Source: an optimization exercise on an open RTL-to-GDS flow (aim: small area). Production flows keep margins and buffers that such runs may drop.
In this exercise RTL edits were held to simulation tests only and were not proved equivalent to the original.
No activity file was given, so power comes from the tool's default toggle rates.

## flow/design.v (module list and top-level ports; edited modules follow where they fit)
// module memory_apb2_slave: 37 lines
// module pin_mux: 39 lines
// module io_multiplexer_apb2_slave: 46 lines
// module slave_mux_apb2_slave: 15 lines
// module spi_sequence_detector: 36 lines
// module pulse_selector: 32 lines
// module spi_cs_decoder: 67 lines
// module spi_slave: 131 lines
// module spi_slave_to_apb2_master: 99 lines
// module control_manager: 105 lines
// module clock_divider: 44 lines
// module spi_master: 184 lines
// module spi_master_tester_apb2_slave: 267 lines
// module spi_slave_tester_apb2_slave: 268 lines
// module io_metrics_apb2_slave: 159 lines
// module uart_tx: 115 lines
// module uart_rx: 113 lines
// module uart_tester_apb2_slave: 297 lines
// module i2c_slave: 286 lines
// module i2c_master_tester_apb2_slave: 263 lines
// module timer: 56 lines
// module timer_apb2_slave: 100 lines
// module mbed_tester_peripherals_apb2_slave: 229 lines
// module mbed_tester: 639 lines
module mbed_tester #(
        parameter IO_PHYSICAL = 16,
        parameter IO_LOGICAL_PER_BANK = 8,
        parameter IO_BANKS = 2,
        parameter DIGITAL_ID_COUNT = 3,
        parameter LED_COUNT = 4,
        parameter I2C_COUNT = 3,
        parameter AN_MUX_WIDTH = 8,
        parameter ANALOG_COUNT = 4
    )
    (
        input wire clk,
        input wire rst,
        output wire reset_req,
        output wire reprogram_req,
        input wire [IO_PHYSICAL - 1:0] io_in,
        output wire [IO_PHYSICAL - 1:0] io_val,
        output wire [IO_PHYSICAL - 1:0] io_drive,
        input wire reset_btn_in,
        output wire reset_btn_val,
        output wire reset_btn_drive,
        input wire reprogram_in,
        output wire reprogram_val,
        output wire reprogram_drive,
        input wire [DIGITAL_ID_COUNT - 1:0] digital_id_in,
        output wire [DIGITAL_ID_COUNT - 1:0] digital_id_val,
        output wire [DIGITAL_ID_COUNT - 1:0] digital_id_drive,
        input wire [LED_COUNT - 1:0] leds_in,
        output wire [LED_COUNT - 1:0] leds_val,
        output wire [LED_COUNT - 1:0] leds_drive,
        input wire [3:0] spi_io_in,
        output reg [3:0] spi_io_val,
        output reg [3:0] spi_io_drive,
        input wire spi_clk_in,
        output reg spi_clk_val,
        output reg spi_clk_drive,
        input wire spi_cs_in,
        output reg spi_cs_val,
        output reg spi_cs_drive,
        input wire i2c_reset_in,
        output wire i2c_reset_val,
        output wire i2c_reset_drive,
        input wire [I2C_COUNT - 1:0] i2c_sda_in,
        output reg [I2C_COUNT - 1:0] i2c_sda_val,
        output reg [I2C_COUNT - 1:0] i2c_sda_drive,
        input wire [I2C_COUNT - 1:0] i2c_scl_in,
        output reg [I2C_COUNT - 1:0] i2c_scl_val,
        output reg [I2C_COUNT - 1:0] i2c_scl_drive,
        input wire an_mux_enable_in,
        output wire an_mux_enable_val,
        output wire an_mux_enable_drive,
        input wire an_mux_pwmout_in,
        output reg an_mux_pwmout_val,
        output reg an_mux_pwmout_drive,
        input wire an_mux_analogin_in,
        output wire an_mux_analogin_val,
        output wire an_mux_analogin_drive,
        input wire [AN_MUX_WIDTH - 1:0] an_mux_addr_in,
        output wire [AN_MUX_WIDTH - 1:0] an_mux_addr_val,
        output wire [AN_MUX_WIDTH - 1:0] an_mux_addr_drive,
        input wire [ANALOG_COUNT - 1:0] aninp_in,
        output wire [ANALOG_COUNT - 1:0] aninp_val,
        output wire [ANALOG_COUNT - 1:0] aninp_drive,
        input wire [ANALOG_COUNT - 1:0] aninn_in,
        output wire [ANALOG_COUNT - 1:0] aninn_val,
        output wire [ANALOG_COUNT - 1:0] aninn_drive,
        input wire [11:0] an_mux_analogin_measurement_in,
        input wire [(ANALOG_COUNT * 12) - 1:0] anin_measurements_in,
        input wire an_mux_analogin_updated,
        input wire [ANALOG_COUNT - 1:0] anin_updated,
        output reg sample_adc
    );
  // ...
==> flow/run.sh <==
#!/bin/bash
# synth_recipe.tcl (not shown) runs the flow's synth.tcl, then flattens the netlist and writes it again
# the make line also repeats each setting of config.mk as NAME=value (left out here)
make -C /OpenROAD-flow-scripts/flow DESIGN_CONFIG=/design/flow/config.mk WORK_HOME=/design/flow/orfs CLKGATE_MAP_FILE= SYNTH_SCRIPT=/design/flow/synth_recipe.tcl finish
==> flow/config.mk <==
export PLATFORM = sky130hd
export DESIGN_NAME = mbed_tester
export DESIGN_NICKNAME = mbed_tester
export VERILOG_FILES = /design/flow/design.v
export SDC_FILE = /design/flow/constraint.sdc
export NUM_CORES = 8
export LEC_CHECK = 0
export CAP_MARGIN = 20
export CORE_MARGIN = 2
export CORE_UTILIZATION = 40
export CTS_BUF_LIST = sky130_fd_sc_hd__clkbuf_4
export SLEW_MARGIN = 20
==> flow/constraint.sdc <==
create_clock -name core_clock -period 12.0 [get_ports {clk}]
set_input_delay 2.4000 -clock core_clock [delete_from_list [all_inputs] [get_ports {clk}]]
set_output_delay 2.4000 -clock core_clock [all_outputs]
set_load 0.01 [all_outputs]
==> impl_metrics.xml, run 1 <==
<?xml version="1.0" encoding="UTF-8"?>
<metrics>
  <group name="cells_and_area">
    <metric name="multi_input_area" unit="um2">279000</metric>
    <metric name="area_growth_syn_to_layout" unit="%">10.7</metric>
    <metric name="area_dominant_class" unit="">multi-input combinational cells</metric>
    <metric name="sequential_cell_area" unit="um2">205000</metric>
    <metric name="share_of_layout_cells_above_drive_strength_1" unit="">0.115</metric>
    <metric name="sequential_cell_count" unit="">10039</metric>
    <metric name="clk_cell_area_share" unit="">0.0628</metric>
  </group>
  <group name="critical_path">
    <metric name="worst-r2r-setup-slack" unit="ns">0.78</metric>
    <metric name="r2r_cells" unit="">33</metric>
    <metric name="timing.critical_path.mode_cell" unit="">sky130_fd_sc_hd__fa_1</metric>
    <metric name="cp.required" unit="ns">13.99</metric>
  </group>
  <group name="power">
    <metric name="comb-power" unit="W">0.00133</metric>
    <metric name="clock_power_share" unit="">0.478</metric>
    <metric name="peakVddDrop" unit="V">0.0000943</metric>
    <metric name="power.share.combinational" unit="">0.020</metric>
    <metric name="power-top-group" unit="">sequential cells</metric>
    <metric name="power.internal" unit="W">0.0504</metric>
    <metric name="power_sequential" unit="W">0.0336</metric>
    <metric name="leakage" unit="nW">222</metric>
  </group>
  <group name="synthesis">
    <metric name="synth_mux_area_frac" unit="">0.0796</metric>
    <metric name="synth_top_area_frac" unit="">0.385</metric>
    <metric name="synth_most_common_cell" unit="">sky130_fd_sc_hd__dfxtp_1</metric>
    <metric name="synth_area_leaders" unit="">sky130_fd_sc_hd__dfxtp_1 38%, sky130_fd_sc_hd__ha_1 8.7%, sky130_fd_sc_hd__mux2i_1 6.1%</metric>
    <metric name="largest_family_of_logic_cells_by_synthesized_area" unit="">simple AND/OR/NAND/NOR gates</metric>
    <metric name="asyncSetResetFlopFracSynth" unit="">0</metric>
    <metric name="synthesis.yosys.warnings" unit="">41</metric>
    <metric name="yosys_register_bits" unit="">10039</metric>
    <metric name="synth_enable_flop_cells" unit="">374</metric>
  </group>
  <group name="global_route">
    <metric name="grt_usage" unit="">0.300</metric>
    <metric name="grt_max_degree" unit="">221</metric>
  </group>
  <group name="floorplanning">
    <metric name="fp.dieW" unit="um">1130</metric>
    <metric name="coreArea" unit="um2">1250000</metric>
  </group>
  <group name="timing">
    <metric name="finalWorstSetupSlack" unit="ns">0.781</metric>
    <metric name="setup_violators_final" unit="">0</metric>
    <metric name="min_period_over_period" unit="">0.935</metric>
  </group>
  <group name="placement">
    <metric name="dp_hpwl" unit="um">1400000</metric>
    <metric name="dp_worst_setup_slack" unit="ns">0.301</metric>
  </group>
  <group name="status">
    <metric name="run_status" unit="">timing/DRC/antenna clean</metric>
  </group>
  <group name="drt">
    <metric name="wl_met3" unit="um">225000</metric>
    <metric name="totalWireLength" unit="um">2000000</metric>
  </group>
  <group name="clocking">
    <metric name="clock_sinks" unit="">10039</metric>
    <metric name="cts_hold_buf" unit="">0</metric>
    <metric name="cts_setup_buffers" unit="">0</metric>
    <metric name="cts_tree" unit="">built</metric>
  </group>
</metrics>
==> module memory_apb2_slave, before the edit <==
module memory_apb2_slave #(
        parameter ADDR_BITS = 4,
        parameter DATA_BITS = 4,
        parameter RW_SIZE = 16,
        parameter RO_SIZE = 16,
        parameter RW_RESET_VAL = 0
    )
    (
        input wire clk,
        input wire rst,
        output reg [RW_SIZE * DATA_BITS - 1:0] mem_rw_values,
        input wire [RO_SIZE * DATA_BITS  - 1:0] mem_ro_values,
        input wire [ADDR_BITS - 1:0] PADDR,
        input wire PSEL,
        input wire PENABLE,
        input wire PWRITE,
        input wire [DATA_BITS - 1:0] PWDATA,
        output reg [DATA_BITS - 1:0] PRDATA
    );
    localparam TOTAL_SIZE = RW_SIZE + RO_SIZE;
    wire [(RW_SIZE + RO_SIZE) * DATA_BITS - 1:0] mem;
    assign mem = {mem_ro_values, mem_rw_values};
    always @(posedge clk) begin
        if (rst) begin
            mem_rw_values <= {RW_SIZE{RW_RESET_VAL[DATA_BITS - 1:0]}};
            PRDATA <= 0;
        end else if (PSEL) begin
            if (PWRITE) begin
                if (PENABLE && (PADDR < RW_SIZE)) begin
                    mem_rw_values[PADDR * DATA_BITS+:DATA_BITS] <= PWDATA;
                end
            end else begin
                PRDATA <= PADDR < TOTAL_SIZE ? mem[PADDR * DATA_BITS+:DATA_BITS] : 0;
            end
        end
    end
endmodule
==> module spi_sequence_detector, before the edit <==
module spi_sequence_detector #(
        parameter KEY = 64'h929d9a9b2935a265,
        parameter KEY_SIZE = 64
    )
    (
        input wire clk,
        input wire rst,
        input wire sin,
        input wire sclk,
        output wire match
    );
    reg [KEY_SIZE - 1 - 1:0] bitstream;
    reg sclk_prev;
    reg match_reg;
    wire [KEY_SIZE - 1:0] key;
    wire posedge_sclk, negedge_sclk;
    assign key = {bitstream, sin};
    assign posedge_sclk = (sclk == 1) && (sclk_prev == 0);
    assign negedge_sclk =  (sclk == 0) && (sclk_prev == 1);
    assign match = negedge_sclk && match_reg;
    always @(posedge clk) begin
        if (rst) begin
            bitstream <= 0;
            sclk_prev <= 0;
            match_reg <= 0;
        end else begin
            sclk_prev <= sclk;
            if (posedge_sclk) begin
                bitstream <= (bitstream << 1) | sin;
                match_reg <= key == KEY;
            end else if (negedge_sclk) begin
                match_reg <= 0;
            end
        end
    end
endmodule
==> module spi_slave_to_apb2_master, before the edit <==
module spi_slave_to_apb2_master #(
        parameter ADDR_BYTES = 1,
        parameter DATA_BUS_WIDTH = 8
    )
    (
        input wire clk,
        input wire rst,
        input wire spi_start,
        input wire spi_next,
        input wire spi_stop,
        input wire [DATA_BUS_WIDTH - 1:0] from_spi,
        output reg [DATA_BUS_WIDTH - 1:0] to_spi,
        output reg [ADDR_BYTES * 8 - 1:0] PADDR,
        output reg PSEL,
        output reg PENABLE,
        output reg PWRITE,
        output reg [7:0] PWDATA,
        input wire [7:0] PRDATA
    );
    reg [2:0] spi_state;
    reg [3:0] spi_addr_pos;
    reg [(ADDR_BYTES - 1) * 8 - 1:0] mem_addr_low;
    reg PWRITE_n_read;
    reg [1:0] mem_state;
    always @(posedge clk) begin
        if (rst) begin
            to_spi <= 0;
            PADDR <= 0;
            PSEL <= 0;
            PENABLE <= 0;
            PWRITE <= 0;
            PWDATA <= 0;
            spi_state <= 0;
            spi_addr_pos <= 0;
            mem_addr_low <= 0;
            mem_state <= 0;
        end else begin
            if (spi_start) begin
                spi_state <= 4;
                spi_addr_pos <= 0;
                to_spi <= 0;
                mem_addr_low <= 0;
            end else if (spi_next) begin
                case (spi_state)
                    4: begin
                        if (spi_addr_pos < ADDR_BYTES - 1) begin
                            mem_addr_low[spi_addr_pos * 8+:8] <= from_spi;
                            spi_addr_pos <= spi_addr_pos + 1;
                        end else begin
                            PADDR <= {from_spi, mem_addr_low};
                            PSEL <= 1;
                            PWRITE <= 0;
                            mem_state <= 2;
                            spi_state <= 3;
                        end
                    end
                    3: begin
                        PWDATA <= 0;
                        if (from_spi[0]) begin
                            PWRITE <= 1;
                            to_spi <= 0;
                        end else begin
                            PADDR <= PADDR + 1;
                            PSEL <= 1;
                            PWRITE <= 0;
                            mem_state <= 2;
                        end
                        spi_state <= 2;
                    end
                    2: begin
                        PADDR <= PWRITE ? PADDR : PADDR + 1;
                        PSEL <= 1;
                        PWDATA <= PWRITE ? from_spi : 0;
                        mem_state <= 2;
                        spi_state <= 1;
                    end
                    1: begin
                        PADDR <= PADDR + 1;
                        PSEL <= 1;
                        PWDATA <= PWRITE ? from_spi : 0;
                        mem_state <= 2;
                    end
                    default:;
                endcase
            end else if (spi_stop) begin
                spi_state <= 0;
            end
            if (mem_state == 2) begin
                mem_state <= 1;
                PENABLE <= 1;
            end else if (mem_state == 1) begin
                mem_state <= 0;
                PSEL <= 0;
                PENABLE <= 0;
                to_spi <= PWRITE ? 0 : PRDATA;
            end
        end
    end
endmodule
==> module spi_master_tester_apb2_slave, before the edit <==
module spi_master_tester_apb2_slave #(
        parameter IO_LOGICAL = 8
    )
    (
        input wire clk,
        input wire rst,
        input wire [IO_LOGICAL - 1:0] logical_in,
        output wire [IO_LOGICAL - 1:0] logical_val,
        output wire [IO_LOGICAL - 1:0] logical_drive,
        input wire [ADDR_BITS - 1:0] PADDR,
        input wire PSEL,
        input wire PENABLE,
        input wire PWRITE,
        input wire [DATA_BITS - 1:0] PWDATA,
        output reg [DATA_BITS - 1:0] PRDATA,
        input wire sys_rst
    );
    localparam ADDR_BITS = 12;
    localparam DATA_BITS = 8;
    localparam FULL_DUPLEX = 0;
    localparam HALF_DUPLEX = 1;
    localparam HD_PROC_RX = 1;
    localparam HD_PROC_TX = 0;
    reg [7:0] starts;
    reg [7:0] stops;
    reg [15:0] transfers;
    reg start_sclk;  
    reg start_sin;   
    reg stop_sclk;   
    reg stop_sin;    
    reg [31:0] to_slave [0:3];
    reg [31:0] next_from_slave;
    reg [31:0] to_slave_checksum;
    reg [15:0] spi_slave_ctrl;
    reg [15:0] hd_tx_cnt;
    reg [15:0] hd_rx_cnt;
    reg [31:0] cs_to_first_sclk_cnt;
    reg [31:0] last_sclk_to_cs_cnt;
    reg cs_to_first_sclk_active;
    reg cs_to_first_sclk_done;
    reg sclk_prev;
    wire[1:0] ctrl_clk_mode;
    wire ctrl_bit_order;          
    wire ctrl_duplex;             
    wire[5:0] ctrl_sym_size;
    assign ctrl_clk_mode = spi_slave_ctrl[1:0];
    assign ctrl_bit_order = spi_slave_ctrl[2];
    assign ctrl_duplex = spi_slave_ctrl[3];
    assign ctrl_sym_size = spi_slave_ctrl[9:4];
    wire hd_proc_rx_tx = (ctrl_duplex == HALF_DUPLEX && hd_rx_cnt != 0);
    wire hd_prep_tx_buf = (ctrl_duplex == HALF_DUPLEX && hd_rx_cnt == 1);
    wire sin;
    wire sout;
    wire sclk;
    wire scs;
    wire [31:0] dout;
    wire [31:0] din;
    wire start;
    wire next;
    wire stop;
    wire sclk_edge;
    assign sin = (ctrl_duplex == HALF_DUPLEX ? (hd_rx_cnt ? logical_in[0] : 0) : logical_in[0]);
    assign logical_val[0] = (ctrl_duplex == HALF_DUPLEX ? (hd_rx_cnt ? 1'b0 : sout) : 1'b0);
    assign logical_drive[0] = (ctrl_duplex == HALF_DUPLEX ? (hd_rx_cnt ? 0 : 1) : 0);
    assign logical_val[1] = (ctrl_duplex == HALF_DUPLEX ? 1'b0 : sout) ;
    assign logical_drive[1] = scs;
    assign sclk = logical_in[2];
    assign scs = !logical_in[3];
    assign logical_val[IO_LOGICAL - 1:2] = 0;
    assign logical_drive[IO_LOGICAL - 1:2] = 0;
    assign dout = next_from_slave;
    assign sclk_edge = (sclk_prev != sclk);
    spi_slave #(.DATA_BUS_WIDTH(32)) spi_slave (clk, rst, sout, sin, sclk, scs, ctrl_clk_mode, ctrl_bit_order, ctrl_sym_size, dout, din, start, next, stop);
    function [31:0] inc32(input [31:0] a, input c0);
        integer k;
        reg c;
        begin
            c = c0;
            for (k = 0; k < 32; k = k + 1) begin
                inc32[k] = a[k] ^ c;
                c = a[k] & c;
            end
        end
    endfunction
    function [31:0] step32(input [31:0] a, input en, input down);
        integer k;
        reg c, p, h;
        begin
            c = en;
            for (k = 0; k < 32; k = k + 1) begin
                p = a[k] ^ down;
                h = p ^ c;
                c = p & c;
                step32[k] = h ^ down;
            end
        end
    endfunction
    function [15:0] dec16(input [15:0] a, input b0);
        integer k;
        reg b, p, h;
        begin
            b = b0;
            for (k = 0; k < 16; k = k + 1) begin
                p = ~a[k];
                h = p ^ b;
                b = p & b;
                dec16[k] = ~h;
            end
        end
    endfunction
    function [31:0] add32(input [31:0] a, input [31:0] b);
        integer k;
        reg c, c0, c1;
        reg [15:0] s0, s1;
        begin
            c = 1'b0;
            for (k = 0; k < 16; k = k + 1) begin
                add32[k] = a[k] ^ b[k] ^ c;
                c = (a[k] & b[k]) | (a[k] & c) | (b[k] & c);
            end
            c0 = 1'b0;
            c1 = 1'b1;
            for (k = 16; k < 32; k = k + 1) begin
                s0[k - 16] = a[k] ^ b[k] ^ c0;
                c0 = (a[k] & b[k]) | (a[k] & c0) | (b[k] & c0);
                s1[k - 16] = a[k] ^ b[k] ^ c1;
                c1 = (a[k] & b[k]) | (a[k] & c1) | (b[k] & c1);
            end
            add32[31:16] = c ? s1 : s0;
        end
    endfunction
    wire full_duplex = (ctrl_duplex == FULL_DUPLEX);
    wire apb_write = PSEL && PWRITE && PENABLE;
    wire rx_symbol = next && (full_duplex || (hd_proc_rx_tx == HD_PROC_RX));
    wire nfs_down = stop && full_duplex;
    wire nfs_up = (next && ((full_duplex) || (hd_proc_rx_tx == HD_PROC_TX) || hd_prep_tx_buf)) ||
                  (start && full_duplex);
    wire [31:0] next_from_slave_step = step32(next_from_slave, nfs_down || nfs_up, nfs_down);
    wire [31:0] to_slave_checksum_next = add32(to_slave_checksum, din & {32{rx_symbol}});
    wire hd_next = next && (ctrl_duplex == HALF_DUPLEX);
    wire [15:0] hd_rx_cnt_dec = dec16(hd_rx_cnt, hd_next && (hd_proc_rx_tx == HD_PROC_RX));
    wire [15:0] hd_tx_cnt_dec = dec16(hd_tx_cnt, hd_next && (hd_tx_cnt != 0) && (hd_proc_rx_tx == HD_PROC_TX));
    wire cs_to_first_sclk_count = !cs_to_first_sclk_done && cs_to_first_sclk_active && scs;
    wire [31:0] cs_to_first_sclk_cnt_inc = inc32(cs_to_first_sclk_cnt, cs_to_first_sclk_count);
    wire [31:0] last_sclk_to_cs_cnt_inc = inc32(last_sclk_to_cs_cnt, 1'b1);
    reg [DATA_BITS - 1:0] rd_byte;
    always @(*) begin: rd_mux
        integer k;
        rd_byte = 0;
        rd_byte = rd_byte
            | (starts & {8{PADDR == 8}})
            | (stops & {8{PADDR == 9}})
            | (transfers[7:0] & {8{PADDR == 10}})
            | (transfers[15:8] & {8{PADDR == 11}})
            | ({4'h0, stop_sin, stop_sclk, start_sin, start_sclk} & {8{PADDR == 12}})
            | (next_from_slave[7:0] & {8{PADDR == 17}});
        for (k = 0; k < 4; k = k + 1) begin
            rd_byte = rd_byte
                | (to_slave[k][7:0] & {8{PADDR == 13 + k}})
                | (to_slave_checksum[k * 8+:8] & {8{PADDR == 18 + k}})
                | (cs_to_first_sclk_cnt[k * 8+:8] & {8{PADDR == 28 + k}})
                | (last_sclk_to_cs_cnt[k * 8+:8] & {8{PADDR == 32 + k}})
                | (to_slave[0][k * 8+:8] & {8{PADDR == 36 + k}})
                | (to_slave[1][k * 8+:8] & {8{PADDR == 40 + k}})
                | (to_slave[2][k * 8+:8] & {8{PADDR == 44 + k}})
                | (to_slave[3][k * 8+:8] & {8{PADDR == 48 + k}});
        end
        for (k = 0; k < 2; k = k + 1) begin
            rd_byte = rd_byte
                | (spi_slave_ctrl[k * 8+:8] & {8{PADDR == 22 + k}})
                | (hd_tx_cnt[k * 8+:8] & {8{PADDR == 24 + k}})
                | (hd_rx_cnt[k * 8+:8] & {8{PADDR == 26 + k}});
        end
    end
    always @(posedge clk) begin
        sclk_prev <= sclk;
        if (sclk_edge && scs == 1'b1) begin
                last_sclk_to_cs_cnt <= 32'd1;
        end else if (scs == 1'b1) begin
            last_sclk_to_cs_cnt <= last_sclk_to_cs_cnt_inc;
        end
        if (cs_to_first_sclk_done == 1'b0) begin
            if (cs_to_first_sclk_active == 1'b0 && scs == 1'b1) begin
                cs_to_first_sclk_active <= 1'b1;
            end
            if (cs_to_first_sclk_active == 1'b1 &&
                ((sclk == 1'b1 && (ctrl_clk_mode == 2'd0 || ctrl_clk_mode == 2'd1)) ||
                 (sclk == 1'b0 && (ctrl_clk_mode == 2'd2 || ctrl_clk_mode == 2'd3)))) begin
                cs_to_first_sclk_active <= 1'b0;
                cs_to_first_sclk_done <= 1'b1;
            end
        end
        cs_to_first_sclk_cnt <= cs_to_first_sclk_cnt_inc;
        if (rst) begin
            starts <= 0;
            stops <= 0;
            transfers <= 0;
            start_sclk <= 0;
            start_sin <= 0;
            stop_sclk <= 0;
            stop_sin <= 0;
            to_slave[0] <= 0;
            to_slave[1] <= 0;
            to_slave[2] <= 0;
            to_slave[3] <= 0;
            next_from_slave <= 0;
            to_slave_checksum <= 0;
            sclk_prev <= sclk;
            cs_to_first_sclk_active <= 1'b0;
            cs_to_first_sclk_done <= 1'b0;
            cs_to_first_sclk_cnt <= 32'd0;
            last_sclk_to_cs_cnt <= 32'd0;
        end else begin
            if (start) begin
                starts <= starts + 1;
                start_sclk <= sclk;
                start_sin <= sin;
            end
            if (next) begin
                transfers <= transfers + 1;
            end
            next_from_slave <= next_from_slave_step;
            to_slave_checksum <= to_slave_checksum_next;
            if (rx_symbol) begin
                to_slave[0] <= to_slave[1];
                to_slave[1] <= to_slave[2];
                to_slave[2] <= to_slave[3];
                to_slave[3] <= din;
            end
            hd_rx_cnt <= hd_rx_cnt_dec;
            hd_tx_cnt <= hd_tx_cnt_dec;
            if (stop) begin
                stops <= stops + 1;
                stop_sclk <= sclk;
                stop_sin <= sin;
            end
            if (apb_write) begin
                case (PADDR)
                   17: next_from_slave     <= PWDATA;
                   22: spi_slave_ctrl[DATA_BITS * 0+:DATA_BITS]  <= PWDATA;
                   23: spi_slave_ctrl[DATA_BITS * 1+:DATA_BITS]  <= PWDATA;
                   24: hd_tx_cnt[DATA_BITS * 0+:DATA_BITS] <= PWDATA;
                   25: hd_tx_cnt[DATA_BITS * 1+:DATA_BITS] <= PWDATA;
                   26: hd_rx_cnt[DATA_BITS * 0+:DATA_BITS]  <= PWDATA;
                   27: hd_rx_cnt[DATA_BITS * 1+:DATA_BITS]  <= PWDATA;
                   28: cs_to_first_sclk_cnt[DATA_BITS * 0+:DATA_BITS]  <= PWDATA;
                   29: cs_to_first_sclk_cnt[DATA_BITS * 1+:DATA_BITS]  <= PWDATA;
                   30: cs_to_first_sclk_cnt[DATA_BITS * 2+:DATA_BITS]  <= PWDATA;
                   31: cs_to_first_sclk_cnt[DATA_BITS * 3+:DATA_BITS]  <= PWDATA;
                   32: last_sclk_to_cs_cnt[DATA_BITS * 0+:DATA_BITS]  <= PWDATA;
                   33: last_sclk_to_cs_cnt[DATA_BITS * 1+:DATA_BITS]  <= PWDATA;
                   34: last_sclk_to_cs_cnt[DATA_BITS * 2+:DATA_BITS]  <= PWDATA;
                   35: last_sclk_to_cs_cnt[DATA_BITS * 3+:DATA_BITS]  <= PWDATA;
                    default:;
                endcase
            end
            if (PSEL && !PWRITE) begin
                PRDATA <= rd_byte;
            end
        end
        if (sys_rst) begin
            spi_slave_ctrl <= 0;
            hd_tx_cnt <= 0;
            hd_rx_cnt <= 0;
        end
    end
endmodule
==> module spi_slave_tester_apb2_slave, before the edit <==
module spi_slave_tester_apb2_slave #(
        parameter IO_LOGICAL = 8
    )
    (
        input wire clk,
        input wire rst,
        input wire [IO_LOGICAL - 1:0] logical_in,
        output wire [IO_LOGICAL - 1:0] logical_val,
        output wire [IO_LOGICAL - 1:0] logical_drive,
        input wire [ADDR_BITS - 1:0] PADDR,
        input wire PSEL,
        input wire PENABLE,
        input wire PWRITE,
        input wire [DATA_BITS - 1:0] PWDATA,
        output reg [DATA_BITS - 1:0] PRDATA,
        input wire sys_rst
    );
    localparam ADDR_BITS = 12;
    localparam DATA_BITS = 8;
    localparam FULL_DUPLEX = 0;
    localparam HALF_DUPLEX = 1;
    localparam HD_PROC_RX = 0;
    localparam HD_PROC_TX = 1;
    reg [7:0] starts;
    reg [7:0] stops;
    reg [15:0] transfers;
    reg start_sclk;  
    reg start_sin;   
    reg stop_sclk;   
    reg stop_sin;    
    reg [31:0] to_master [0:3];
    reg [31:0] next_from_master;
    reg [31:0] to_master_checksum;
    reg [15:0] spi_slave_ctrl;
    reg [15:0] hd_tx_cnt;
    reg [15:0] hd_rx_cnt;
    reg [15:0] clk_divisor;
    reg [15:0] num_of_symbols;
    reg [7:0] start_delay_us;
    reg [15:0] sym_delay_ticks;
    reg scs_prev;
    wire[1:0] ctrl_clk_mode;
    wire ctrl_bit_order;          
    wire ctrl_duplex;             
    wire[5:0] ctrl_sym_size;
    wire[7:0] ctrl_start_delay_us;
    wire start_request;
    wire df_mode;
    wire hd_tx_rx;
    wire next;
    wire start;
    wire stop;
    wire sin;
    wire sout;
    wire sclk;
    wire scs;
    wire [31:0] dout;
    wire [31:0] din;
    assign ctrl_clk_mode = spi_slave_ctrl[1:0];
    assign ctrl_bit_order = spi_slave_ctrl[2];
    assign ctrl_duplex = spi_slave_ctrl[3];
    assign ctrl_sym_size = spi_slave_ctrl[9:4];
    assign start_request = spi_slave_ctrl[10];
    assign df_mode = spi_slave_ctrl[3];
    wire hd_proc_tx_rx = (ctrl_duplex == HALF_DUPLEX && hd_tx_rx);
    assign sin = (ctrl_duplex == HALF_DUPLEX ? (hd_tx_rx ? 1'b0 : logical_in[0]) : logical_in[1]);
    assign logical_val[0] = (ctrl_duplex == HALF_DUPLEX ? (hd_tx_rx ? sout : 1'b0) : sout);
    assign logical_drive[0] = (ctrl_duplex == HALF_DUPLEX ? (hd_tx_rx ? 1 : 0) : scs);
    assign logical_val[2] = sclk;
    assign logical_val[3] = !scs;
    assign logical_drive[1] = 0;
    assign logical_drive[2] = 1;
    assign logical_drive[3] = 1;
    assign logical_val[1] = 0;
    assign logical_val[IO_LOGICAL - 1:4] = 0;
    assign logical_drive[IO_LOGICAL - 1:4] = 0;
    assign dout = next_from_master;
    assign start = (scs == 1'b1) && (scs_prev == 1'b0);
    assign stop = (scs == 1'b0) && (scs_prev == 1'b1);
    spi_master #(
        .DATA_BUS_WIDTH(32)
    ) spi_master (
        clk,
        rst,
        sout,
        sin,
        sclk,
        scs,
        ctrl_clk_mode,
        ctrl_bit_order,
        ctrl_sym_size,
        dout,
        din,
        start_request,
        next,
        clk_divisor,
        start_delay_us,
        sym_delay_ticks,
        num_of_symbols,
        df_mode,
        hd_tx_rx
    );
    function [31:0] step32(input [31:0] a, input en, input down);
        integer k;
        reg c, p, h;
        begin
            c = en;
            for (k = 0; k < 32; k = k + 1) begin
                p = a[k] ^ down;
                h = p ^ c;
                c = p & c;
                step32[k] = h ^ down;
            end
        end
    endfunction
    function [15:0] dec16(input [15:0] a, input b0);
        integer k;
        reg b, p, h;
        begin
            b = b0;
            for (k = 0; k < 16; k = k + 1) begin
                p = ~a[k];
                h = p ^ b;
                b = p & b;
                dec16[k] = ~h;
            end
        end
    endfunction
    function [31:0] add32(input [31:0] a, input [31:0] b);
        integer k;
        reg c, c0, c1;
        reg [15:0] s0, s1;
        begin
            c = 1'b0;
            for (k = 0; k < 16; k = k + 1) begin
                add32[k] = a[k] ^ b[k] ^ c;
                c = (a[k] & b[k]) | (a[k] & c) | (b[k] & c);
            end
            c0 = 1'b0;
            c1 = 1'b1;
            for (k = 16; k < 32; k = k + 1) begin
                s0[k - 16] = a[k] ^ b[k] ^ c0;
                c0 = (a[k] & b[k]) | (a[k] & c0) | (b[k] & c0);
                s1[k - 16] = a[k] ^ b[k] ^ c1;
                c1 = (a[k] & b[k]) | (a[k] & c1) | (b[k] & c1);
            end
            add32[31:16] = c ? s1 : s0;
        end
    endfunction
    wire full_duplex = (ctrl_duplex == FULL_DUPLEX);
    wire apb_write = PSEL && PWRITE && PENABLE;
    wire rx_symbol = next && (full_duplex || (hd_proc_tx_rx == HD_PROC_RX));
    wire nfm_down = stop && full_duplex;
    wire nfm_up = (next && (full_duplex || (hd_proc_tx_rx == HD_PROC_TX))) || start;
    wire [31:0] next_from_master_step = step32(next_from_master, nfm_down || nfm_up, nfm_down);
    wire [31:0] to_master_checksum_next = add32(to_master_checksum, din & {32{rx_symbol}});
    wire hd_next = next && (ctrl_duplex == HALF_DUPLEX);
    wire [15:0] hd_rx_cnt_dec = dec16(hd_rx_cnt, hd_next && (hd_proc_tx_rx == HD_PROC_RX));
    wire [15:0] hd_tx_cnt_dec = dec16(hd_tx_cnt, hd_next && (hd_tx_cnt != 0) && (hd_proc_tx_rx == HD_PROC_TX));
    reg [DATA_BITS - 1:0] rd_byte;
    always @(*) begin: rd_mux
        integer k;
        rd_byte = 0;
        rd_byte = rd_byte
            | (starts & {8{PADDR == 8}})
            | (stops & {8{PADDR == 9}})
            | (transfers[7:0] & {8{PADDR == 10}})
            | (transfers[15:8] & {8{PADDR == 11}})
            | ({4'h0, stop_sin, stop_sclk, start_sin, start_sclk} & {8{PADDR == 12}})
            | (start_delay_us & {8{PADDR == 35}});
        for (k = 0; k < 4; k = k + 1) begin
            rd_byte = rd_byte
                | (to_master[k][7:0] & {8{PADDR == 13 + k}})
                | (next_from_master[k * 8+:8] & {8{PADDR == 17 + k}})
                | (to_master_checksum[k * 8+:8] & {8{PADDR == 21 + k}})
                | (to_master[0][k * 8+:8] & {8{PADDR == 40 + k}})
                | (to_master[1][k * 8+:8] & {8{PADDR == 44 + k}})
                | (to_master[2][k * 8+:8] & {8{PADDR == 48 + k}})
                | (to_master[3][k * 8+:8] & {8{PADDR == 52 + k}});
        end
        for (k = 0; k < 2; k = k + 1) begin
            rd_byte = rd_byte
                | (spi_slave_ctrl[k * 8+:8] & {8{PADDR == 25 + k}})
                | (hd_tx_cnt[k * 8+:8] & {8{PADDR == 27 + k}})
                | (hd_rx_cnt[k * 8+:8] & {8{PADDR == 29 + k}})
                | (clk_divisor[k * 8+:8] & {8{PADDR == 31 + k}})
                | (num_of_symbols[k * 8+:8] & {8{PADDR == 33 + k}})
                | (sym_delay_ticks[k * 8+:8] & {8{PADDR == 36 + k}});
        end
    end
    always @(posedge clk) begin
        scs_prev <= scs;
        if (rst) begin
            starts <= 0;
            stops <= 0;
            transfers <= 0;
            start_sclk <= 0;
            start_sin <= 0;
            stop_sclk <= 0;
            stop_sin <= 0;
            to_master[0] <= 0;
            to_master[1] <= 0;
            to_master[2] <= 0;
            to_master[3] <= 0;
            next_from_master <= 0;
            to_master_checksum <= 0;
        end else begin
            if (start) begin
                starts <= starts + 1;
                start_sclk <= sclk;
                start_sin <= sin;
            end
            if (next) begin
                transfers <= transfers + 1;
            end
            next_from_master <= next_from_master_step;
            to_master_checksum <= to_master_checksum_next;
            if (rx_symbol) begin
                to_master[0] <= to_master[1];
                to_master[1] <= to_master[2];
                to_master[2] <= to_master[3];
                to_master[3] <= din;
            end
            hd_rx_cnt <= hd_rx_cnt_dec;
            hd_tx_cnt <= hd_tx_cnt_dec;
            if (stop) begin
                stops <= stops + 1;
                stop_sclk <= sclk;
                stop_sin <= sin;
                spi_slave_ctrl[10] <= 0;
            end
            if (apb_write) begin
                case (PADDR)
                   17: next_from_master[DATA_BITS * 0+:DATA_BITS]     <= PWDATA;
                   18: next_from_master[DATA_BITS * 1+:DATA_BITS]     <= PWDATA;
                   19: next_from_master[DATA_BITS * 2+:DATA_BITS]     <= PWDATA;
                   20: next_from_master[DATA_BITS * 3+:DATA_BITS]     <= PWDATA;
                   25: spi_slave_ctrl[DATA_BITS * 0+:DATA_BITS]  <= PWDATA;
                   26: spi_slave_ctrl[DATA_BITS * 1+:DATA_BITS]  <= PWDATA;
                   27: hd_tx_cnt[DATA_BITS * 0+:DATA_BITS] <= PWDATA;
                   28: hd_tx_cnt[DATA_BITS * 1+:DATA_BITS] <= PWDATA;
                   29: hd_rx_cnt[DATA_BITS * 0+:DATA_BITS] <= PWDATA;
                   30: hd_rx_cnt[DATA_BITS * 1+:DATA_BITS] <= PWDATA;
                   31: clk_divisor[DATA_BITS * 0+:DATA_BITS]  <= PWDATA;
                   32: clk_divisor[DATA_BITS * 1+:DATA_BITS]  <= PWDATA;
                   33: num_of_symbols[DATA_BITS * 0+:DATA_BITS]  <= PWDATA;
                   34: num_of_symbols[DATA_BITS * 1+:DATA_BITS]  <= PWDATA;
                   35: start_delay_us  <= PWDATA;
                   36: sym_delay_ticks[DATA_BITS * 0+:DATA_BITS]  <= PWDATA;
                   37: sym_delay_ticks[DATA_BITS * 1+:DATA_BITS]  <= PWDATA;
                    default:;
                endcase
            end
            if (PSEL && !PWRITE) begin
                PRDATA <= rd_byte;
            end
        end
        if (sys_rst) begin
            spi_slave_ctrl <= 0;
            hd_tx_cnt <= 0;
            hd_rx_cnt <= 0;
            clk_divisor <= 0;
            num_of_symbols <= 0;
            start_delay_us <= 0;
            sym_delay_ticks <= 0;
        end
    end
endmodule
==> module io_metrics_apb2_slave, before the edit <==
module io_metrics_apb2_slave #(
        parameter IO_LOGICAL = 8
    )
    (
        input wire clk,
        input wire rst,
        input wire [IO_LOGICAL - 1:0] logical_in,
        output wire [IO_LOGICAL - 1:0] logical_val,
        output wire [IO_LOGICAL - 1:0] logical_drive,
        input wire [ADDR_BITS - 1:0] PADDR,
        input wire PSEL,
        input wire PENABLE,
        input wire PWRITE,
        input wire [DATA_BITS - 1:0] PWDATA,
        output reg [DATA_BITS - 1:0] PRDATA
    );
    localparam ADDR_BITS = 12;
    localparam DATA_BITS = 8;
    reg active;
    reg local_reset;
    reg [31:0] min_pulse_low[0:IO_LOGICAL - 1];
    reg [31:0] min_pulse_high[0:IO_LOGICAL - 1];
    reg [31:0] max_pulse_low[0:IO_LOGICAL - 1];
    reg [31:0] max_pulse_high[0:IO_LOGICAL - 1];
    reg [31:0] rising_edges[0:IO_LOGICAL - 1];
    reg [31:0] falling_edges[0:IO_LOGICAL - 1];
    reg [31:0] cur_pulse[0:IO_LOGICAL - 1];
    reg [IO_LOGICAL - 1:0] cur_level;
    reg [IO_LOGICAL - 1:0] rising_since_active;
    reg [IO_LOGICAL - 1:0] falling_since_active;
    reg [IO_LOGICAL - 1:0] prev_logical_in;
    wire clear = rst || local_reset;
    function [31:0] inc32(input [31:0] a, input c0);
        integer k;
        reg c;
        begin
            c = c0;
            for (k = 0; k < 32; k = k + 1) begin
                inc32[k] = a[k] ^ c;
                c = c & a[k];
            end
        end
    endfunction
    function lt32(input [31:0] a, input [31:0] b);
        integer k;
        reg l;
        begin
            l = 1'b0;
            for (k = 0; k < 32; k = k + 1) begin
                l = (a[k] ^ b[k]) ? b[k] : l;
            end
            lt32 = l;
        end
    endfunction
    assign logical_val = 0;
    assign logical_drive = 0;
    genvar g;
    generate
        for (g = 0; g < IO_LOGICAL; g = g + 1) begin : pin
            wire in = logical_in[g];
            wire prev = prev_logical_in[g];
            wire lvl = cur_level[g];
            wire [31:0] cnt = cur_pulse[g];
            wire rise = !prev && in;
            wire fall = prev && !in;
            wire [31:0] rising_next = inc32(rising_edges[g], active && rise);
            wire [31:0] falling_next = inc32(falling_edges[g], active && fall);
            wire [31:0] closed = (lvl == prev) ? cnt : 32'd0;
            wire [31:0] min_sel = prev ? min_pulse_high[g] : min_pulse_low[g];
            wire min_lt = lt32(closed, min_sel);
            wire [31:0] max_sel = lvl ? max_pulse_high[g] : max_pulse_low[g];
            wire max_gt = lt32(max_sel, cnt);
            wire [31:0] cnt_next = inc32((!active || lvl == in) ? cnt : 32'd0, active);
            always @(posedge clk) begin
                if (clear) begin
                    min_pulse_low[g] <= 32'hffffffff;
                    min_pulse_high[g] <= 32'hffffffff;
                    max_pulse_low[g] <= 0;
                    max_pulse_high[g] <= 0;
                    rising_edges[g] <= 0;
                    falling_edges[g] <= 0;
                    cur_pulse[g] <= 0;
                    cur_level[g] <= 0;
                    rising_since_active[g] <= 0;
                    falling_since_active[g] <= 0;
                end else begin
                    rising_edges[g] <= rising_next;
                    falling_edges[g] <= falling_next;
                    cur_pulse[g] <= cnt_next;
                end
                if (!clear && active) begin
                    if (rise) begin
                        rising_since_active[g] <= 1;
                        if (falling_since_active[g] && min_lt) begin
                            min_pulse_low[g] <= closed;
                        end
                    end
                    if (fall) begin
                        falling_since_active[g] <= 1;
                        if (rising_since_active[g] && min_lt) begin
                            min_pulse_high[g] <= closed;
                        end
                    end
                    if (max_gt) begin
                        if (lvl) begin
                            max_pulse_high[g] <= cnt;
                        end else begin
                            max_pulse_low[g] <= cnt;
                        end
                    end
                    cur_level[g] <= in;
                end else if (!clear) begin
                    rising_since_active[g] <= 0;
                    falling_since_active[g] <= 0;
                end
            end
        end
    endgenerate
    wire [6:0] addr_bank = PADDR[ADDR_BITS - 1:6];
    wire [3:0] addr_word = PADDR[5:2];
    wire [1:0] addr_byte = PADDR[1:0];
    reg [DATA_BITS - 1:0] rd_byte;
    always @(*) begin: rd_mux
        integer p, b;
        rd_byte = 0;
        for (p = 0; p < IO_LOGICAL; p = p + 1) begin
            for (b = 0; b < 4; b = b + 1) begin
                if (addr_bank == p + 1 && addr_byte == b) begin
                    rd_byte = rd_byte
                        | (min_pulse_low[p][b * 8+:8] & {8{addr_word == 0}})
                        | (min_pulse_high[p][b * 8+:8] & {8{addr_word == 1}})
                        | (max_pulse_low[p][b * 8+:8] & {8{addr_word == 2}})
                        | (max_pulse_high[p][b * 8+:8] & {8{addr_word == 3}})
                        | (rising_edges[p][b * 8+:8] & {8{addr_word == 4}})
                        | (falling_edges[p][b * 8+:8] & {8{addr_word == 5}});
                end
            end
        end
    end
    always @(posedge clk) begin
        if (clear) begin
            active <= 0;
            local_reset <= 0;
            prev_logical_in <= logical_in;
        end else begin
            prev_logical_in <= logical_in;
            if (PSEL) begin
                if (PWRITE && PENABLE) begin
                    if (PADDR == 0) begin
                        {local_reset, active} <= PWDATA[1:0];
                    end
                end
                if (!PWRITE) begin
                    PRDATA <= rd_byte | ((PADDR == 0) ? active : 0);
                end
            end
        end
    end
endmodule
==> inputs of run 2 (changes only) <==
--- a/flow/design.v
+++ b/flow/design.v
@@ -16,13 +16,13 @@
         input wire PWRITE,
         input wire [DATA_BITS - 1:0] PWDATA,
-        output reg [DATA_BITS - 1:0] PRDATA
+        output wire [DATA_BITS - 1:0] PRDATA
     );
     localparam TOTAL_SIZE = RW_SIZE + RO_SIZE;
     wire [(RW_SIZE + RO_SIZE) * DATA_BITS - 1:0] mem;
     assign mem = {mem_ro_values, mem_rw_values};
+    assign PRDATA = PADDR < TOTAL_SIZE ? mem[PADDR * DATA_BITS+:DATA_BITS] : 0;
     always @(posedge clk) begin
         if (rst) begin
             mem_rw_values <= {RW_SIZE{RW_RESET_VAL[DATA_BITS - 1:0]}};
-            PRDATA <= 0;
         end else if (PSEL) begin
             if (PWRITE) begin
@@ -30,6 +30,4 @@
                     mem_rw_values[PADDR * DATA_BITS+:DATA_BITS] <= PWDATA;
                 end
-            end else begin
-                PRDATA <= PADDR < TOTAL_SIZE ? mem[PADDR * DATA_BITS+:DATA_BITS] : 0;
             end
         end
@@ -147,10 +145,99 @@
         output wire match
     );
-    reg [KEY_SIZE - 1 - 1:0] bitstream;
+    localparam STATE_BITS = 7;
+    function key_bit(input integer p);
+        begin
+            key_bit = KEY[KEY_SIZE - 1 - p];
+        end
+    endfunction
+    function [STATE_BITS * (KEY_SIZE + 1) - 1:0] transitions(input integer which);
+        reg [STATE_BITS * KEY_SIZE - 1:0] pi;     
+        reg [STATE_BITS * (KEY_SIZE + 1) - 1:0] d0, d1;
+        integer i, j, n, k;
+        reg done;
+        begin
+            pi = 0;
+            for (i = 1; i < KEY_SIZE; i = i + 1) begin
+                j = pi[STATE_BITS * (i - 1)+:STATE_BITS];
+                done = 1'b0;
+                for (n = 0; n < KEY_SIZE; n = n + 1) begin
+                    if (!done) begin
+                        if (j > 0 && key_bit(i) != key_bit(j)) begin
+                            j = pi[STATE_BITS * (j - 1)+:STATE_BITS];
+                        end else begin
+                            done = 1'b1;
+                        end
+                    end
+                end
+                if (key_bit(i) == key_bit(j)) j = j + 1;
+                pi[STATE_BITS * i+:STATE_BITS] = j;
+            end
+            d0 = 0;
+            d1 = 0;
+            for (k = 0; k <= KEY_SIZE; k = k + 1) begin
+                if (k == 0) begin
+                    d0[0+:STATE_BITS] = (key_bit(0) == 0) ? 1 : 0;
+                    d1[0+:STATE_BITS] = (key_bit(0) == 1) ? 1 : 0;
+                end else begin
+                    j = pi[STATE_BITS * (k - 1)+:STATE_BITS];
+                    d0[STATE_BITS * k+:STATE_BITS] = d0[STATE_BITS * j+:STATE_BITS];
+                    d1[STATE_BITS * k+:STATE_BITS] = d1[STATE_BITS * j+:STATE_BITS];
+                    if (k < KEY_SIZE) begin
+                        if (key_bit(k) == 0) d0[STATE_BITS * k+:STATE_BITS] = k + 1;
+                        else d1[STATE_BITS * k+:STATE_BITS] = k + 1;
+                    end
+                end
+            end
+            transitions = 0;
+            if (which == 0) begin
+                for (k = 0; k < KEY_SIZE; k = k + 1) begin
+                    transitions[STATE_BITS * k+:STATE_BITS] = key_bit(k) ?
+                        d0[STATE_BITS * k+:STATE_BITS] : d1[STATE_BITS * k+:STATE_BITS];
+                end
+            end else begin
+                transitions[0+:STATE_BITS] = d0[STATE_BITS * KEY_SIZE+:STATE_BITS];
+                transitions[STATE_BITS+:STATE_BITS] = d1[STATE_BITS * KEY_SIZE+:STATE_BITS];
+            end
+        end
+    endfunction
+    function [KEY_SIZE - 1:0] key_order(input integer dummy);
+        integer p;
+        begin
+            for (p = 0; p < KEY_SIZE; p = p + 1) key_order[p] = key_bit(p);
+        end
+    endfunction
+    localparam [KEY_SIZE - 1:0] KEY_BITS = key_order(0);
+    localparam [STATE_BITS * (KEY_SIZE + 1) - 1:0] MISMATCH = transitions(0);
+    localparam [STATE_BITS * (KEY_SIZE + 1) - 1:0] FULL = transitions(1);
+    function [STATE_BITS - 1:0] reset_state(input integer dummy);
+        integer i;
+        begin
+            reset_state = 0;
+            for (i = 0; i < KEY_SIZE - 1; i = i + 1) begin
+                if (reset_state == KEY_SIZE)
+                    reset_state = FULL[0+:STATE_BITS];
+                else if (KEY_BITS[reset_state] == 0)
+                    reset_state = reset_state + 1;
+                else
+                    reset_state = MISMATCH[STATE_BITS * reset_state+:STATE_BITS];
+            end
+        end
+    endfunction
+    localparam [STATE_BITS - 1:0] RESET_STATE = reset_state(0);
+    reg [STATE_BITS - 1:0] state;
     reg sclk_prev;
     reg match_reg;
-    wire [KEY_SIZE - 1:0] key;
     wire posedge_sclk, negedge_sclk;
-    assign key = {bitstream, sin};
+    wire full = (state == KEY_SIZE);
+    wire expected = KEY_BITS[state[STATE_BITS - 2:0]];
+    reg [STATE_BITS - 1:0] state_next;
+    always @(*) begin
+        if (full)
+            state_next = sin ? FULL[STATE_BITS+:STATE_BITS] : FULL[0+:STATE_BITS];
+        else if (sin == expected)
+            state_next = state + 1;
+        else
+            state_next = MISMATCH[STATE_BITS * state+:STATE_BITS];
+    end
     assign posedge_sclk = (sclk == 1) && (sclk_prev == 0);
     assign negedge_sclk =  (sclk == 0) && (sclk_prev == 1);
@@ -158,5 +245,5 @@
     always @(posedge clk) begin
         if (rst) begin
-            bitstream <= 0;
+            state <= RESET_STATE;
             sclk_prev <= 0;
             match_reg <= 0;
@@ -164,6 +251,6 @@
             sclk_prev <= sclk;
             if (posedge_sclk) begin
-                bitstream <= (bitstream << 1) | sin;
-                match_reg <= key == KEY;
+                state <= state_next;
+                match_reg <= state_next == KEY_SIZE;
             end else if (negedge_sclk) begin
                 match_reg <= 0;
@@ -426,4 +513,10 @@
     reg PWRITE_n_read;
     reg [1:0] mem_state;
+    reg [7:0] prdata_q;
+    always @(posedge clk) begin
+        if (mem_state == 2) begin
+            prdata_q <= PRDATA;
+        end
+    end
     always @(posedge clk) begin
         if (rst) begin
@@ -496,5 +589,5 @@
                 PSEL <= 0;
                 PENABLE <= 0;
-                to_spi <= PWRITE ? 0 : PRDATA;
+                to_spi <= PWRITE ? 0 : prdata_q;
             end
         end
@@ -848,5 +941,5 @@
         input wire PWRITE,
         input wire [DATA_BITS - 1:0] PWDATA,
-        output reg [DATA_BITS - 1:0] PRDATA,
+        output wire [DATA_BITS - 1:0] PRDATA,
         input wire sys_rst
     );
@@ -979,4 +1072,5 @@
     wire [31:0] cs_to_first_sclk_cnt_inc = inc32(cs_to_first_sclk_cnt, cs_to_first_sclk_count);
     wire [31:0] last_sclk_to_cs_cnt_inc = inc32(last_sclk_to_cs_cnt, 1'b1);
+    assign PRDATA = rd_byte;
     reg [DATA_BITS - 1:0] rd_byte;
     always @(*) begin: rd_mux
@@ -1090,7 +1184,4 @@
                 endcase
             end
-            if (PSEL && !PWRITE) begin
-                PRDATA <= rd_byte;
-            end
         end
         if (sys_rst) begin
@@ -1115,5 +1206,5 @@
         input wire PWRITE,
         input wire [DATA_BITS - 1:0] PWDATA,
-        output reg [DATA_BITS - 1:0] PRDATA,
+        output wire [DATA_BITS - 1:0] PRDATA,
         input wire sys_rst
     );
@@ -1260,4 +1351,5 @@
     wire [15:0] hd_rx_cnt_dec = dec16(hd_rx_cnt, hd_next && (hd_proc_tx_rx == HD_PROC_RX));
     wire [15:0] hd_tx_cnt_dec = dec16(hd_tx_cnt, hd_next && (hd_tx_cnt != 0) && (hd_proc_tx_rx == HD_PROC_TX));
+    assign PRDATA = rd_byte;
     reg [DATA_BITS - 1:0] rd_byte;
     always @(*) begin: rd_mux
@@ -1354,7 +1446,4 @@
                 endcase
             end
-            if (PSEL && !PWRITE) begin
-                PRDATA <= rd_byte;
-            end
         end
         if (sys_rst) begin
@@ -1383,5 +1472,5 @@
         input wire PWRITE,
         input wire [DATA_BITS - 1:0] PWDATA,
-        output reg [DATA_BITS - 1:0] PRDATA
+        output wire [DATA_BITS - 1:0] PRDATA
     );
     localparam ADDR_BITS = 12;
@@ -1508,4 +1597,5 @@
         end
     end
+    assign PRDATA = rd_byte | ((PADDR == 0) ? active : 0);
     always @(posedge clk) begin
         if (clear) begin
@@ -1521,7 +1611,4 @@
                     end
                 end
-                if (!PWRITE) begin
-                    PRDATA <= rd_byte | ((PADDR == 0) ? active : 0);
-                end
             end
         end
@@ -1770,5 +1857,5 @@
         input wire PWRITE,
         input wire [DATA_BITS - 1:0] PWDATA,
-        output reg [DATA_BITS - 1:0] PRDATA
+        output wire [DATA_BITS - 1:0] PRDATA
     );
     localparam ADDR_BITS = 12;
@@ -1910,4 +1997,5 @@
     wire [31:0] tx_delay_cur_n_inc = inc32(tx_delay_cur_n, !tx_delay_cur_zero);
     wire [31:0] cts_deactivate_delay_cur_n_inc = inc32(cts_deactivate_delay_cur_n, !cts_deactivate_delay_cur_zero);
+    assign PRDATA = rd_byte;
     reg [DATA_BITS - 1:0] rd_byte;
     always @(*) begin: rd_mux
@@ -2047,7 +2135,4 @@
                 endcase
             end
-            if (PSEL && !PWRITE) begin
-                PRDATA <= rd_byte;
-            end
         end
     end
@@ -2353,5 +2438,5 @@
         input wire PWRITE,
         input wire [DATA_BITS - 1:0] PWDATA,
-        output reg [DATA_BITS - 1:0] PRDATA
+        output wire [DATA_BITS - 1:0] PRDATA
     );
     localparam ADDR_BITS = 12;
@@ -2524,4 +2609,5 @@
         end
     end
+    assign PRDATA = rd_byte;
     reg [DATA_BITS - 1:0] rd_byte;
     always @(*) begin: rd_mux
@@ -2596,7 +2682,4 @@
                 endcase
             end
-            if (!PWRITE) begin
-                PRDATA <= rd_byte;
-            end
         end
     end
@@ -2672,5 +2755,5 @@
         input wire PWRITE,
         input wire [DATA_BITS - 1:0] PWDATA,
-        output reg [DATA_BITS - 1:0] PRDATA,
+        output wire [DATA_BITS - 1:0] PRDATA,
         input wire sys_rst
     );
@@ -2706,4 +2789,5 @@
     reg enable_prev;
     assign negedge_enable = (enable == 1'b0) && (enable_prev == 1'b1);
+    assign PRDATA = rd_byte;
     reg [DATA_BITS - 1:0] rd_byte;
     always @(*) begin: rd_mux
@@ -2748,7 +2832,4 @@
                 endcase
             end
-            if (!PWRITE) begin
-                PRDATA <= rd_byte;
-            end
         end
         if (sys_rst) begin
@@ -2787,8 +2868,8 @@
     wire [IO_LOGICAL - 1:0] logical_drive_peripherals [0:PERIPHERALS - 1];
     wire config_psel;
-    reg [DATA_BITS - 1:0] config_prdata;
+    wire [DATA_BITS - 1:0] config_prdata;
     reg [8 - 1:0] current_peripheral;
     wire gpio_psel;
-    reg [DATA_BITS - 1:0] gpio_prdata;
+    wire [DATA_BITS - 1:0] gpio_prdata;
     reg [IO_LOGICAL - 1:0] gpio_val;
     reg [IO_LOGICAL - 1:0] gpio_drive;
@@ -2861,8 +2942,9 @@
     assign logical_val = current_peripheral < PERIPHERALS ? logical_val_peripherals[current_peripheral] : 0;
     assign logical_drive = current_peripheral < PERIPHERALS ? logical_drive_peripherals[current_peripheral] : 0;
+    assign config_prdata = (paddr_low == 0) ? current_peripheral : 0;
+    assign gpio_prdata = (paddr_low < IO_LOGICAL) ? logical_in[paddr_low] : 0;
     always @(posedge clk) begin
         if (rst) begin
             current_peripheral <= 0;
-            config_prdata <= 0;
         end begin
             if (config_psel) begin
@@ -2873,10 +2955,4 @@
                     endcase
                 end
-                if (!PWRITE) begin
-                    case (paddr_low)
-                        0:  config_prdata <= current_peripheral;
-                        default: config_prdata <= 0;
-                    endcase
-                end
             end
         end
@@ -2886,5 +2962,4 @@
             gpio_val <= 0;
             gpio_drive <= 0;
-            gpio_prdata <= 0;
         end begin
             if (gpio_psel) begin
@@ -2895,11 +2970,4 @@
                     end
                 end
-                if (!PWRITE) begin
-                    if (paddr_low < IO_LOGICAL) begin
-                        gpio_prdata <= logical_in[paddr_low];
-                    end else begin
-                        gpio_prdata <= 0;
-                    end
-                end
             end
         end
@@ -3180,7 +3248,7 @@
     assign multiplexer_psel = LOCAL_PSELs[1];    
     assign sys_io_psel = LOCAL_PSELs[2];         
-    reg [DATA_BITS - 1:0] control_prdata;
+    reg [DATA_BITS - 1:0] control_prdata;   
     wire [DATA_BITS - 1:0] multiplexer_prdata;
-    reg [DATA_BITS - 1:0] sys_io_prdata;
+    wire [DATA_BITS - 1:0] sys_io_prdata;   
     assign LOCAL_PRDATAs[0 * DATA_BITS+:DATA_BITS] = control_prdata;
     assign LOCAL_PRDATAs[1 * DATA_BITS+:DATA_BITS] = multiplexer_prdata;
@@ -3205,7 +3273,28 @@
     assign reset_req = reset_req_reg || !reset_btn_in;
     assign reprogram_req = reprogram_req_reg;
+    always @(*) begin
+        case (paddr_low_bottom)
+            12'h000: control_prdata = "m";
+            12'h001: control_prdata = "b";
+            12'h002: control_prdata = "e";
+            12'h003: control_prdata = "d";
+            12'h010: control_prdata = MBED_TESTER_VERSION[0 * DATA_BITS+:DATA_BITS];
+            12'h011: control_prdata = MBED_TESTER_VERSION[1 * DATA_BITS+:DATA_BITS];
+            12'h012: control_prdata = MBED_TESTER_VERSION[2 * DATA_BITS+:DATA_BITS];
+            12'h013: control_prdata = MBED_TESTER_VERSION[3 * DATA_BITS+:DATA_BITS];
+            12'h014: control_prdata = digital_id_in;
+            12'h020: control_prdata = IO_PHYSICAL;
+            12'h021: control_prdata = IO_LOGICAL_PER_BANK;
+            12'h022: control_prdata = IO_BANKS;
+            12'h030: control_prdata = DIGITAL_ID_COUNT;
+            12'h031: control_prdata = LED_COUNT;
+            12'h032: control_prdata = I2C_COUNT;
+            12'h033: control_prdata = AN_MUX_WIDTH;
+            12'h034: control_prdata = ANALOG_COUNT;
+            default: control_prdata = 0;
+        endcase
+    end
     always @(posedge clk) begin
         if (rst) begin
-            control_prdata <= 0;
             reset_req_reg <= 0;
             reprogram_req_reg <= 0;
@@ -3220,26 +3309,4 @@
                     endcase
                 end
-                if (!PWRITE) begin
-                    case (paddr_low_bottom)
-                        12'h000: control_prdata <= "m";
-                        12'h001: control_prdata <= "b";
-                        12'h002: control_prdata <= "e";
-                        12'h003: control_prdata <= "d";
-                        12'h010: control_prdata <= MBED_TESTER_VERSION[0 * DATA_BITS+:DATA_BITS];
-                        12'h011: control_prdata <= MBED_TESTER_VERSION[1 * DATA_BITS+:DATA_BITS];
-                        12'h012: control_prdata <= MBED_TESTER_VERSION[2 * DATA_BITS+:DATA_BITS];
-                        12'h013: control_prdata <= MBED_TESTER_VERSION[3 * DATA_BITS+:DATA_BITS];
-                        12'h014: control_prdata <= digital_id_in;
-                        12'h020: control_prdata <= IO_PHYSICAL;
-                        12'h021: control_prdata <= IO_LOGICAL_PER_BANK;
-                        12'h022: control_prdata <= IO_BANKS;
-                        12'h030: control_prdata <= DIGITAL_ID_COUNT;
-                        12'h031: control_prdata <= LED_COUNT;
-                        12'h032: control_prdata <= I2C_COUNT;
-                        12'h033: control_prdata <= AN_MUX_WIDTH;
-                        12'h034: control_prdata <= ANALOG_COUNT;
-                        default: control_prdata <= 0;
-                    endcase
-                end
             end
         end
@@ -3409,5 +3476,5 @@
     reg [11:0] anin_measurement_reg [3:0];
     reg [63:0] anin_measurements_sum_reg [3:0];
-    reg [7:0] num_conversions_reg;
+    reg [2:0] num_conversions_reg;     
     reg [11:0] an_mux_analogin_measurement;
     reg [31:0] num_power_samples;
@@ -3415,5 +3482,5 @@
     reg [11:0] anin_measurement [3:0];
     reg [63:0] anin_measurements_sum [3:0];
-    reg [7:0] num_conversions;
+    reg [2:0] num_conversions;
     reg [11:0] an_mux_analogin_measurement_sync;
     reg [11:0] an_mux_analogin_measurement_sync_reg;
@@ -3421,5 +3488,5 @@
     reg [11:0] anin_measurement_sync_reg [3:0];
     wire adc_any_update = an_mux_analogin_updated || (|anin_updated);
-    wire [7:0] num_conversions_inc = inc64({56'd0, num_conversions_reg}, sample_adc && adc_any_update);
+    wire [2:0] num_conversions_inc = inc64({61'd0, num_conversions_reg}, sample_adc && adc_any_update);
     wire adc_sequence_done = sample_adc && (num_conversions_inc == (ANALOG_COUNT + 1));
     always @(*) begin: adc_combinational
@@ -3429,5 +3496,5 @@
         num_power_samples = inc64({32'd0, num_power_samples_reg}, adc_sequence_done);
         num_power_cycles = inc64(num_power_cycles_reg, sample_adc);
-        num_conversions = adc_sequence_done ? 8'd0 : num_conversions_inc;
+        num_conversions = adc_sequence_done ? 3'd0 : num_conversions_inc;
         an_mux_analogin_measurement_sync = adc_sequence_done ?
             an_mux_analogin_measurement_reg : an_mux_analogin_measurement_sync_reg;
@@ -3556,4 +3623,5 @@
         end
     end
+    assign sys_io_prdata = sys_io_rd_byte;
     always @(posedge clk) begin: mbed_tester_registers
         integer i;
@@ -3561,5 +3629,4 @@
             sys_io_val <= 0;
             sys_io_drive <= 0;
-            sys_io_prdata <= 0;
             sys_io_mode <= SYS_IO_MODE_DISABLED;
             pwm_enable <= 0;
@@ -3619,7 +3686,4 @@
                     end
                 end
-                if (!PWRITE) begin
-                    sys_io_prdata <= sys_io_rd_byte;
-                end
             end
         end
==> flow/flow/run.sh (new file) <==
#!/bin/bash
# Layout flow: the standard flow (standard.sh: ORFS with the standard flow's synthesis,
# floorplan, power grid, placement and routing) with one change at clock tree
# synthesis: the tree is built from clkbuf_4 buffers and without the dummy
# loads TritonCTS adds to balance it. Everything else, synthesis included, is
# the standard flow.
set -euo pipefail
cd "$(dirname "$0")/.."
CTS="-sink_clustering_enable -repair_clock_nets -dont_use_dummy_load -buf_list sky130_fd_sc_hd__clkbuf_4"
bash standard.sh "CTS_ARGS=$CTS" finish > flow_make.log 2>&1
==> flow/standard.sh (new file) <==
#!/bin/bash
# synth_recipe.tcl (not shown) runs the flow's synth.tcl, then flattens the netlist and writes it again
# the make line also repeats each setting of config.mk as NAME=value (left out here)
make -C /OpenROAD-flow-scripts/flow DESIGN_CONFIG=/design/flow/config.mk WORK_HOME=/design/flow/orfs CLKGATE_MAP_FILE= SYNTH_SCRIPT=/design/flow/synth_recipe.tcl "${@:-finish}"
--- a/flow/config.mk
+++ b/flow/config.mk
@@ -9,4 +9,3 @@
 export CORE_MARGIN = 2
 export CORE_UTILIZATION = 40
-export CTS_BUF_LIST = sky130_fd_sc_hd__clkbuf_4
 export SLEW_MARGIN = 20
removed: flow/run.sh
==> impl_metrics.xml, run 2 <==
<?xml version="1.0" encoding="UTF-8"?>
<metrics>
  <group name="global_route">
    <metric name="grt_first_pass_wirelength" unit="um">2960000</metric>
    <metric name="grt_usage" unit="">0.325</metric>
    <metric name="grt_max_degree" unit="">231</metric>
  </group>
  <group name="timing">
    <metric name="finalWorstSetupSlack" unit="ns">0.675</metric>
    <metric name="finalWorstPathRequiredPeriod" unit="ns">11.33</metric>
    <metric name="worstMarginPinSlew" unit="ns">1.37</metric>
    <metric name="min_period_over_period" unit="">0.944</metric>
    <metric name="fin_hold_ws" unit="ns">0.335</metric>
    <metric name="setup_violators_final" unit="">0</metric>
    <metric name="timing_max_transition_violations_final" unit="">0</metric>
  </group>
  <group name="status">
    <metric name="run_status" unit="">timing/DRC/antenna clean</metric>
  </group>
  <group name="critical_path">
    <metric name="worstPathMaxFanout" unit="">4</metric>
    <metric name="cp.required" unit="ns">13.95</metric>
    <metric name="cp.arrival" unit="ns">13.27</metric>
    <metric name="crit_path_kind" unit="">reg -&gt; reg</metric>
    <metric name="worst-r2r-setup-slack" unit="ns">0.67</metric>
    <metric name="timing.critical_path.mode_cell" unit="">sky130_fd_sc_hd__fa_1</metric>
  </group>
  <group name="placement">
    <metric name="numPlacedInstances" unit="">67882</metric>
    <metric name="dp_worst_setup_slack" unit="ns">0.202</metric>
    <metric name="dp_hpwl" unit="um">1470000</metric>
  </group>
  <group name="cells_and_area">
    <metric name="area_growth_syn_to_layout" unit="%">8.05</metric>
    <metric name="share_of_layout_cells_above_drive_strength_1" unit="">0.0950</metric>
    <metric name="final_cell_count_no_fill" unit="">70708</metric>
  </group>
  <group name="synthesis">
    <metric name="synth_enable_flop_cells" unit="">286</metric>
    <metric name="synth_most_common_cell" unit="">sky130_fd_sc_hd__dfxtp_1</metric>
    <metric name="largest_family_of_logic_cells_by_synthesized_area" unit="">compound AO/OA/AOI/OAI gates</metric>
    <metric name="synth_mux_area_frac" unit="">0.0815</metric>
    <metric name="synthesis.yosys.warnings" unit="">41</metric>
    <metric name="synth_ff_type" unit="">sky130_fd_sc_hd__dfxtp_1</metric>
    <metric name="synth_top_area_frac" unit="">0.377</metric>
    <metric name="asyncSetResetFlopFracSynth" unit="">0</metric>
    <metric name="yosys_register_bits" unit="">9444</metric>
    <metric name="synth_simple_gate_area_frac" unit="">0.173</metric>
    <metric name="synth_area_leaders" unit="">sky130_fd_sc_hd__dfxtp_1 38%, sky130_fd_sc_hd__ha_1 9.2%, sky130_fd_sc_hd__mux2i_1 6.1%</metric>
    <metric name="yosys.area_share.adder" unit="">0.103</metric>
  </group>
  <group name="job">
    <metric name="max-cap-violations" unit="">0</metric>
  </group>
  <group name="clocking">
    <metric name="clk_root_buffer_cell" unit="">sky130_fd_sc_hd__clkbuf_4</metric>
    <metric name="h-tree-depth" unit="">8</metric>
    <metric name="cts_setup_buffers" unit="">0</metric>
    <metric name="cts_tree" unit="">built</metric>
    <metric name="clock_sinks" unit="">9444</metric>
    <metric name="cts_hold_buf" unit="">0</metric>
  </group>
  <group name="worst_hold_path">
    <metric name="worstHoldPathType" unit="">reg -&gt; reg</metric>
  </group>
  <group name="floorplanning">
    <metric name="fp.dieW" unit="um">1110</metric>
    <metric name="die_height" unit="um">1110</metric>
    <metric name="coreArea" unit="um2">1210000</metric>
  </group>
  <group name="power">
    <metric name="peakVddDrop" unit="V">0.0000774</metric>
    <metric name="leakage" unit="nW">210</metric>
  </group>
  <group name="drt">
    <metric name="totalWireLength" unit="um">2090000</metric>
  </group>
</metrics>
-- run 2: cells by family after synthesis --
family          after synthesis
compound gates            13333
xor+xnor                   1162
fa+ha+maj                  3916
buf+inv                    5309
flops                      9444
mux                        3467
simple gates              17950
-- run 2: layer usage --
layer,vias up,wire [um],global-route usage
met4,132,136000,0.182
met5,-,919,0
met3,5864,269000,0.101
li1,196526,-,-
met1,212974,840000,0.434
met2,26902,848000,0.463
-- run 2: per-stage QoR --
stage                     power (W)  area [um2]   util
after floorplan              0.0333      486000      -
after detailed placement     0.0338      505000  0.416
after global placement       0.0338      505000  0.416
after global routing         0.0582      525000  0.433
after CTS                    0.0566      525000  0.432
final                        0.0564      526000  0.433
-- run 2: layout make-up --
| type | instances | area, um2 | share of cell area |
|---|---|---|---|
| flip-flops and latches | 9444 | 192000 | 0.365 |
| repair buffers | 1504 | 12800 | 0.0243 |
| well taps | 16076 | 20100 | 0.0383 |
| inverters | 1036 | 3920 | 0.00746 |
| diodes | 142 | 355 | 0.000676 |
| multi-input cells | 39828 | 276000 | 0.526 |
| clock buffers | 2678 | 20100 | 0.0382 |
-- run 2: path summary, 6_finish.rpt --
check | from | to | depth (start not counted)
worst min register to register | control_manager.spi_cs_decoder.sindex[5] | control_manager.sout_index[5] | 0
worst min-delay path | control_manager.spi_cs_decoder.sindex[5] | control_manager.sout_index[5] | 0
worst max register to register | register | register | 33
worst max-delay path | register | register | 33
-- run 2: worst max-delay path: cells and delay by family (launching register included) --
| kind | cells | cell delay, ns |
|---|---|---|
| multiplexers | 1 | 0.38 |
| adder cells (fa/ha/maj) | 16 | 6.63 |
| buffers and inverters | 1 | 0.05 |
| AND/OR/NAND/NOR | 7 | 1.65 |
| AO/OA/AOI/OAI | 8 | 2.11 |
| flip-flops | 1 | 0.35 |
-- run 2: power breakdown --
| part | internal, W | switching, W | total [W] |
|---|---|---|---|
| logic | 0.000397 | 0.00108 | 0.00147 |
| registers | 0.0316 | 0.000103 | 0.0317 |
| clock network | 0.0101 | 0.0131 | 0.0232 |

what the ideal ports hide:
No port has a modelled driver above. Below, the same layouts with a new extraction and two added sets of constraints.
Step 1, drivers: a clkbuf_16 drives clk and a buf_2 each remaining input, both assumed.
Step 2 adds t to the input delays and takes it off the output delays; t is the mean of the earliest and latest rising clock arrival at the registers after step 1. Input paths then give back, and output paths get back, about the clock's delay inside the block.
a / b / c = ideal ports / drivers / drivers and shift; a / b = the first two.
| run | t, ns | setup slack, ns | worst setup path after step 2 |
|---|---|---|---|
| run 1 | 2.163 | 0.781 / 0.781 / 0.033 | input to register |
| run 2 | 2.212 | 0.675 / 0.675 / 0.067 | input to register |
After both steps setup and hold are still met in every run listed. The setup slack of run 1, which loses most, moves by 0.000 ns with the drivers and by -0.748 ns with both steps.
